Source: an optimization exercise on an open RTL-to-GDS flow (aim: small area). Production flows keep margins and buffers that such runs may drop.
In this exercise RTL edits were held to simulation tests only and were not proved equivalent to the original.
Power figures rest on the tool's default switching activity, not on a simulated workload.

--- flow/design.v ---
module AddRawFN(
  input         clock,
  input         reset,
  input         io_a_isNaN,
  input         io_a_isInf,
  input         io_a_isZero,
  input  [8:0]  io_a_exp,
  input  [22:0] io_a_sig,
  input         io_b_isNaN,
  input         io_b_isInf,
  input         io_b_isZero,
  input  [8:0]  io_b_exp,
  input  [22:0] io_b_sig,
  output        io_invalidExc,
  output        io_rawOut_isNaN,
  output        io_rawOut_isInf,
  output        io_rawOut_isZero,
  output [8:0]  io_rawOut_exp,
  output [22:0] io_rawOut_sig
);
  wire sNaN_a = io_a_isNaN & ~io_a_isInf & ~io_a_isZero & (&io_a_exp[7:0]) & ~io_a_sig[22] & (|io_a_sig[21:0]);
  wire sNaN_b = io_b_isNaN & ~io_b_isInf & ~io_b_isZero & (&io_b_exp[7:0]) & ~io_b_sig[22] & (|io_b_sig[21:0]);
  wire [3:0] flags = {sNaN_a | sNaN_b | (io_a_isInf & io_b_isZero) | (io_a_isZero & io_b_isInf),
                      io_a_isNaN | io_b_isNaN, io_a_isInf | io_b_isInf, io_a_isZero | io_b_isZero};
  wire [9:0] d = {1'b0, io_a_exp} - {1'b0, io_b_exp};
  wire swap = d[9];
  wire [8:0] nd = ~d[8:0];
  wire far = swap ? (nd >= 9'd24) : (d[8:0] >= 9'd25);
  wire [4:0] m = d[4:0] ^ {5{swap}};
  wire sel_a = swap & ~far;
  wire sel_b = ~swap & ~far;
  wire [24:0] xa = {2'b01, io_a_sig};
  wire [24:0] xb = {1'b1, io_b_sig, 1'b0};
  wire [24:0] X = ({25{sel_a}} & xa) | ({25{sel_b}} & xb);
  wire [8:0] E = swap ? io_b_exp : io_a_exp;
  wire [22:0] L = swap ? io_b_sig : io_a_sig;
  wire [47:0] W = {X, 23'h0} >> m;
  wire [23:0] A = {1'b1, L};
  wire [23:0] B = W[47:24];
  wire Tg = W[23];
  wire Tst = |W[22:1];
  wire [23:0] s1;
  wire [24:0] cc;
  wire [11:0] c1;
  genvar i;
  generate for (i = 0; i < 24; i = i + 1) begin : rip
    wire ci = (i == 0 || i == 2 || i == 4 || i == 6 || i == 8 || i == 10 || i == 12 || i == 14 || i == 16 || i == 18 || i == 20 || i == 22) ? 1'b0 : cc[i];
    assign s1[i] = A[i] ^ B[i] ^ ci;
    assign cc[i+1] = (A[i] & B[i]) | (ci & (A[i] ^ B[i]));
  end endgenerate
  assign c1[0] = cc[2];
  assign c1[1] = cc[4];
  assign c1[2] = cc[6];
  assign c1[3] = cc[8];
  assign c1[4] = cc[10];
  assign c1[5] = cc[12];
  assign c1[6] = cc[14];
  assign c1[7] = cc[16];
  assign c1[8] = cc[18];
  assign c1[9] = cc[20];
  assign c1[10] = cc[22];
  assign c1[11] = cc[24];
  reg [23:0] q_s;
  reg [11:0] q_c;
  reg        q_g, q_st;
  reg [8:0]  q_e;
  reg [3:0]  q_f;
  always @(posedge clock) begin
    q_s <= s1;
    q_c <= c1;
    q_g <= Tg;
    q_st <= Tst;
    q_e <= E;
    q_f <= flags;
  end
  wire bp0 = &q_s[1:0];
  wire bp1 = &q_s[3:2];
  wire bp2 = &q_s[5:4];
  wire bp3 = &q_s[7:6];
  wire bp4 = &q_s[9:8];
  wire bp5 = &q_s[11:10];
  wire bp6 = &q_s[13:12];
  wire bp7 = &q_s[15:14];
  wire bp8 = &q_s[17:16];
  wire bp9 = &q_s[19:18];
  wire bp10 = &q_s[21:20];
  wire bp11 = &q_s[23:22];
  wire gp1 = 1'b0, pp1 = 1'b1;
  wire gp2 = q_c[1] | (bp1 & gp1);
  wire pp2 = bp1 & pp1;
  wire gp3 = q_c[2] | (bp2 & gp2);
  wire pp3 = bp2 & pp2;
  wire gp4 = q_c[3] | (bp3 & gp3);
  wire pp4 = bp3 & pp3;
  wire gp5 = q_c[4] | (bp4 & gp4);
  wire pp5 = bp4 & pp4;
  wire gp6 = q_c[5] | (bp5 & gp5);
  wire pp6 = bp5 & pp5;
  wire gp7 = q_c[6] | (bp6 & gp6);
  wire pp7 = bp6 & pp6;
  wire gp8 = q_c[7] | (bp7 & gp7);
  wire pp8 = bp7 & pp7;
  wire gp9 = q_c[8] | (bp8 & gp8);
  wire pp9 = bp8 & pp8;
  wire gp10 = q_c[9] | (bp9 & gp9);
  wire pp10 = bp9 & pp9;
  wire gp11 = q_c[10] | (bp10 & gp10);
  wire pp11 = bp10 & pp10;
  wire gp12 = q_c[11] | (bp11 & gp11);
  wire pp12 = bp11 & pp11;
  wire up0 = q_g & (q_st | q_s[0]);
  wire up1 = q_s[0] & (q_g | q_st | q_s[1]);
  wire ovf = gp12 | (pp12 & q_c[0]);
  wire rnz = ovf ? up1 : up0;
  wire [1:0] r0 = ovf ? {up1, 1'b0} : {1'b0, up0};
  wire co0 = q_c[0] | (bp0 & rnz);
  wire [23:0] V;
  assign V[1:0] = q_s[1:0] + r0;
  wire ci1 = gp1 | (pp1 & co0);
  assign V[3:2] = q_s[3:2] + {1'd0, ci1};
  wire ci2 = gp2 | (pp2 & co0);
  assign V[5:4] = q_s[5:4] + {1'd0, ci2};
  wire ci3 = gp3 | (pp3 & co0);
  assign V[7:6] = q_s[7:6] + {1'd0, ci3};
  wire ci4 = gp4 | (pp4 & co0);
  assign V[9:8] = q_s[9:8] + {1'd0, ci4};
  wire ci5 = gp5 | (pp5 & co0);
  assign V[11:10] = q_s[11:10] + {1'd0, ci5};
  wire ci6 = gp6 | (pp6 & co0);
  assign V[13:12] = q_s[13:12] + {1'd0, ci6};
  wire ci7 = gp7 | (pp7 & co0);
  assign V[15:14] = q_s[15:14] + {1'd0, ci7};
  wire ci8 = gp8 | (pp8 & co0);
  assign V[17:16] = q_s[17:16] + {1'd0, ci8};
  wire ci9 = gp9 | (pp9 & co0);
  assign V[19:18] = q_s[19:18] + {1'd0, ci9};
  wire ci10 = gp10 | (pp10 & co0);
  assign V[21:20] = q_s[21:20] + {1'd0, ci10};
  wire ci11 = gp11 | (pp11 & co0);
  assign V[23:22] = q_s[23:22] + {1'd0, ci11};
  wire V24 = gp12 | (pp12 & co0);
  wire [22:0] F = V24 ? V[23:1] : V[22:0];
  wire [8:0] Eo = q_e + {8'h0, V24};
  reg [35:0] p2, p3, p4, p5, p6;
  always @(posedge clock) begin
    p2 <= {q_f, Eo, F};
    p3 <= p2;
    p4 <= p3;
    p5 <= p4;
    p6 <= p5;
  end
  assign {io_invalidExc, io_rawOut_isNaN, io_rawOut_isInf, io_rawOut_isZero, io_rawOut_exp, io_rawOut_sig} = p6;
endmodule
--- flow/flow/run.sh ---
#!/bin/bash
# Standard ORFS layout, but with plain buf_1 cells as the port buffers instead of the
# delay cells buffer_ports would otherwise pick. Full make output goes to standard.log.
set -euo pipefail
bash standard.sh "BUFFER_PORTS_ARGS=-buffer_cell sky130_fd_sc_hd__buf_1" finish > standard.log 2>&1
--- flow/standard.sh ---
#!/bin/bash
# synth_recipe.tcl (not shown) runs the flow's synth.tcl, then flattens the netlist and writes it again
# the make line also repeats each setting of config.mk as NAME=value (left out here)
make -C /OpenROAD-flow-scripts/flow DESIGN_CONFIG=/design/flow/config.mk WORK_HOME=/design/flow/orfs CLKGATE_MAP_FILE= SYNTH_SCRIPT=/design/flow/synth_recipe.tcl "${@:-finish}"
--- flow/config.mk ---
export PLATFORM = sky130hd
export DESIGN_NAME = AddRawFN
export DESIGN_NICKNAME = AddRawFN
export VERILOG_FILES = /design/flow/design.v
export SDC_FILE = /design/flow/constraint.sdc
export NUM_CORES = 4
export LEC_CHECK = 0
export ABC_AREA = 1
export CAP_MARGIN = 20
export CORE_MARGIN = 2
export CORE_UTILIZATION = 40
export CTS_CLUSTER_DIAMETER = 150
export CTS_CLUSTER_SIZE = 40
export GPL_TIMING_DRIVEN = 0
export SLEW_MARGIN = 20
--- flow/constraint.sdc ---
create_clock -name core_clock -period 4.0 [get_ports {clock}]
set_input_delay 0.8000 -clock core_clock [delete_from_list [all_inputs] [get_ports {clock}]]
set_output_delay 0.8000 -clock core_clock [all_outputs]
set_load 0.01 [all_outputs]
==> notes.md <==
-- worst paths after layout --
| kind | startpoint | endpoint | slack, ns |
|---|---|---|---|
| hold reg to reg | p4[19] | p5[19] | 0.34 |
| hold / removal | p4[19] | p5[19] | 0.34 |
| setup / recovery | io_b_exp[6] | q_s[5] | 0.17 |
| setup reg to reg | q_s[2] | p2[31] | 0.43 |
-- placed cells by master, fill, tap and decap left out, types with 9 or more instances in the layout --
cell type and count:
buf_1 106, buf_2 16, buf_4 13, clkbuf_1 11, clkbuf_16 9, dfxtp_1 230
fa_1 11, ha_1 35, inv_1 79, nand2_1 285, nand2_2 9, nand3_1 205
nand3_2 24, nand4_1 12, nor2_1 34, nor4_1 13, o21ai_0 20, o21ai_1 9
o21bai_1 10, xor2_1 19
-- registers in the layout, summed over array words and instances (netlist names) --
register,cells
p2,36
p3,36
p4,36
p5,36
p6,36
q_c,12
q_e,9
q_f,4
q_g,1
q_s,24
q_st,1
-- routing by layer --
metal	GRT usage (%)	share of wire, %
met5	0	0
met2	34.0	47
met4	5.42	2.6
met1	26.7	46
met3	1.22	4.2
-- metrics by stage --
step	power, W	setup TNS [ns]
finish	0.00679	0
global route	0.00734	-0.0670
CTS	0.00677	0
detailed placement	0.00573	-12.15
global placement	0.00570	-11.69
floorplan	0.00498	0
-- power by group --
group	internal, W	total (W)	switching [W]
clock network	0.000418	0.00101	0.000596
logic	0.000839	0.00242	0.00158
registers	0.00314	0.00336	0.000222
-- worst max-delay path, delay by kind of cell --
family                     cells  cell delay, ns
xor gates and xnor gates       1            0.34
adders and majority gates      3            0.96
buffers and inverters          7            0.96
and+or+nand+nor                5            0.66
AOI/OAI and AO/OA              3            0.50
-- layout make-up --
cell class / count / area (um^2) / area share (%)
multi-input cells: 742 / 4280 / 40.4
inverters: 86 / 325 / 3.07
repair buffers: 115 / 470 / 4.44
flip-flops and latches: 231 / 4630 / 43.7
clock buffers: 9 / 225 / 2.13
plain buffers: 42 / 267 / 2.52
well taps: 313 / 392 / 3.70
clock inverters: 1 / 11.3 / 0.106
-- cell families (layout without fill, tap and decap cells) --
kind of cell               count (synthesis)  in the layout
AOI/OAI and AO/OA                         61             61
xor gates and xnor gates                  26             26
buffers and inverters                    128            253
DFF                                      231            231
adders and majority gates                 48             48
and+or+nand+nor                          603            603
muxes                                      4              4
-- what timing repair did --
item / in CTS / in global routing
endpoints found under the setup margin: 8 / 17
buffers inserted: 4 / 5
pin swaps: 4 / 6
endpoints found under the hold margin: 0 / 0
resized for setup: 9 / 52
==> out/results.ini <==
[outcome]
run_status=timing/DRC/antenna clean

[min_path]
hold_class=flop to flop
whs_path_depth=0

[power_and_ir_drop]
p_leak_nw=4.90
power.density_nw_per_um2=641
peakVddDrop_mv=0.318

[clocking]
cts_tree=yes
clk_path_buf_depth=3
cts-htree-levels=1
numCtsBuffers=9
cts_root_buf=clkbuf_16
cts.sinks=231
postCtsHoldBufs=0
path_clk_slew_ns=0.12
clock_latency_ns=0.46

[synthesis]
synth_common_cells=nand2_1, dfxtp_1, nand3_1
ys_warn_count=1
synth_fa_ha_area_share_pct=7.40
synth-edff-count=0
synth_compound_area_share_pct=3.86
synth_cell_types=49
yosysMostFrequentCell=nand2_1
synth_top_area_share_pct=49.6
synth_area_per_cell_um2=8.47
synth_area_leader_cell=dfxtp_1
ys_seq_area_share_pct=49.6
synth_nets=1221
synthArstFlopShare_pct=0
synth-simple-area-share_pct=29.6
synthXorXnorAreaFrac_pct=3.13
ys.flop_type=dfxtp_1
netlist_instances=1101
ys_ff_latch=231
synthTopCellsByArea=dfxtp_1, nand2_1, nand3_1, ha_1, inv_1
synthMuxAreaShare_pct=0.429
syn_area_um2=9330
synth_top_family_by_area=simple AND/OR/NAND/NOR gates

[global_route]
antenna_found_initial=0
overflow=0
grt_use_total_pct=19.7
grt_pass1_wl_mm=38.0
grt_max_degree=41
grt_pass1_vias=7216

[worst_setup_path]
required_ns=4.41
critPathMaxStageDelay_ns=0.44
path_class=input pin to flop
path_max_fanout=10
worst_path_max_delay_cell=clkbuf_1
path_cells=buf_1 > inv_1 > ha_1 > inv_2 > o21bai_1 > a31oi_2 > nand3_4 > buf_12 > xor2_4 > clkbuf_1 > nand3_1 > nand2_1 > nand2_1 > nand2_1 > o21ai_2 > ha_1 > inv_1 > fa_1 > inv_1
worst_setup_path_end_kind=flop
start_kind=input pin
ff2ff_path_depth=25
arrival_ns=4.25

[sta]
drv_slew=0
layout_min_cycle_time_ns=3.83
finalSetupViolCount=0
fin_ws_ns=0.169
tightest_slew_ns=0.724
period_share_pct=95.8
rsz0062_at_grt=yes
fin_hold_ws_ns=0.336
skew_ns=0.00781
fmax_ghz=0.261
slew_headroom_pct=51.7
hold_viol=0

[final_layout]
drive_gt1_share_pct=9.62
syn_to_final_growth_pct=13.5
fill_cells=2269
nNetsFinal=1347
stdcell_count=1539
postLayoutCellArea_um2=10600
antenna_cells=0
postLayoutCoreUtil_pct=46.5

[drt]
drt-vias-per-instance=4.92
vias=7568
antenna_left=0
drc=0
drt-pass1-iter-count=7
drt_wl_total_mm=23.8
post_drt_wl_per_cell_um=15.5
drt-initial-drc-count=432

[floorplan]
row_count=55
core-area_um2=22800
initial_core_util_pct=41.0
dieArea_um2=24600
die_x_um=157
io_pins=108
die_h_um=157

[place]
placed_cells=1520
io_buffers=106
place_hpwl_mm=19.6
gp_congestion=0.966
post-place-ws_ns=-0.756
detailed_place.area_um2=10100

[flow_run]
drv_cap=0

-- afterwards: timing with drivers on the ports --
The results above use ideal ports. As a check the final layout listed here was re-extracted and re-timed, cells and wires unchanged.
Step 1 assumes that a clkbuf_16 drives the clock port and a buf_2 every other input.
Step 2 adds t to the input delays and takes it off the output delays; t is the mean of the earliest and latest rising clock arrival at the registers after step 1. Input paths then give back, and output paths get back, about the clock's delay inside the block.
Three values: ideal ports, drivers, drivers and shift; two values: the first two.
t (ns): 0.491
setup WS [ns]: 0.169 / 0.180 / -0.311
slew at the worst register clock pin (ns): 0.13 / 0.13
Met with ideal ports but missed after step 2: setup timing in this run. For this run, drivers alone change the setup slack by +0.011 ns; drivers and shift together by -0.480 ns.
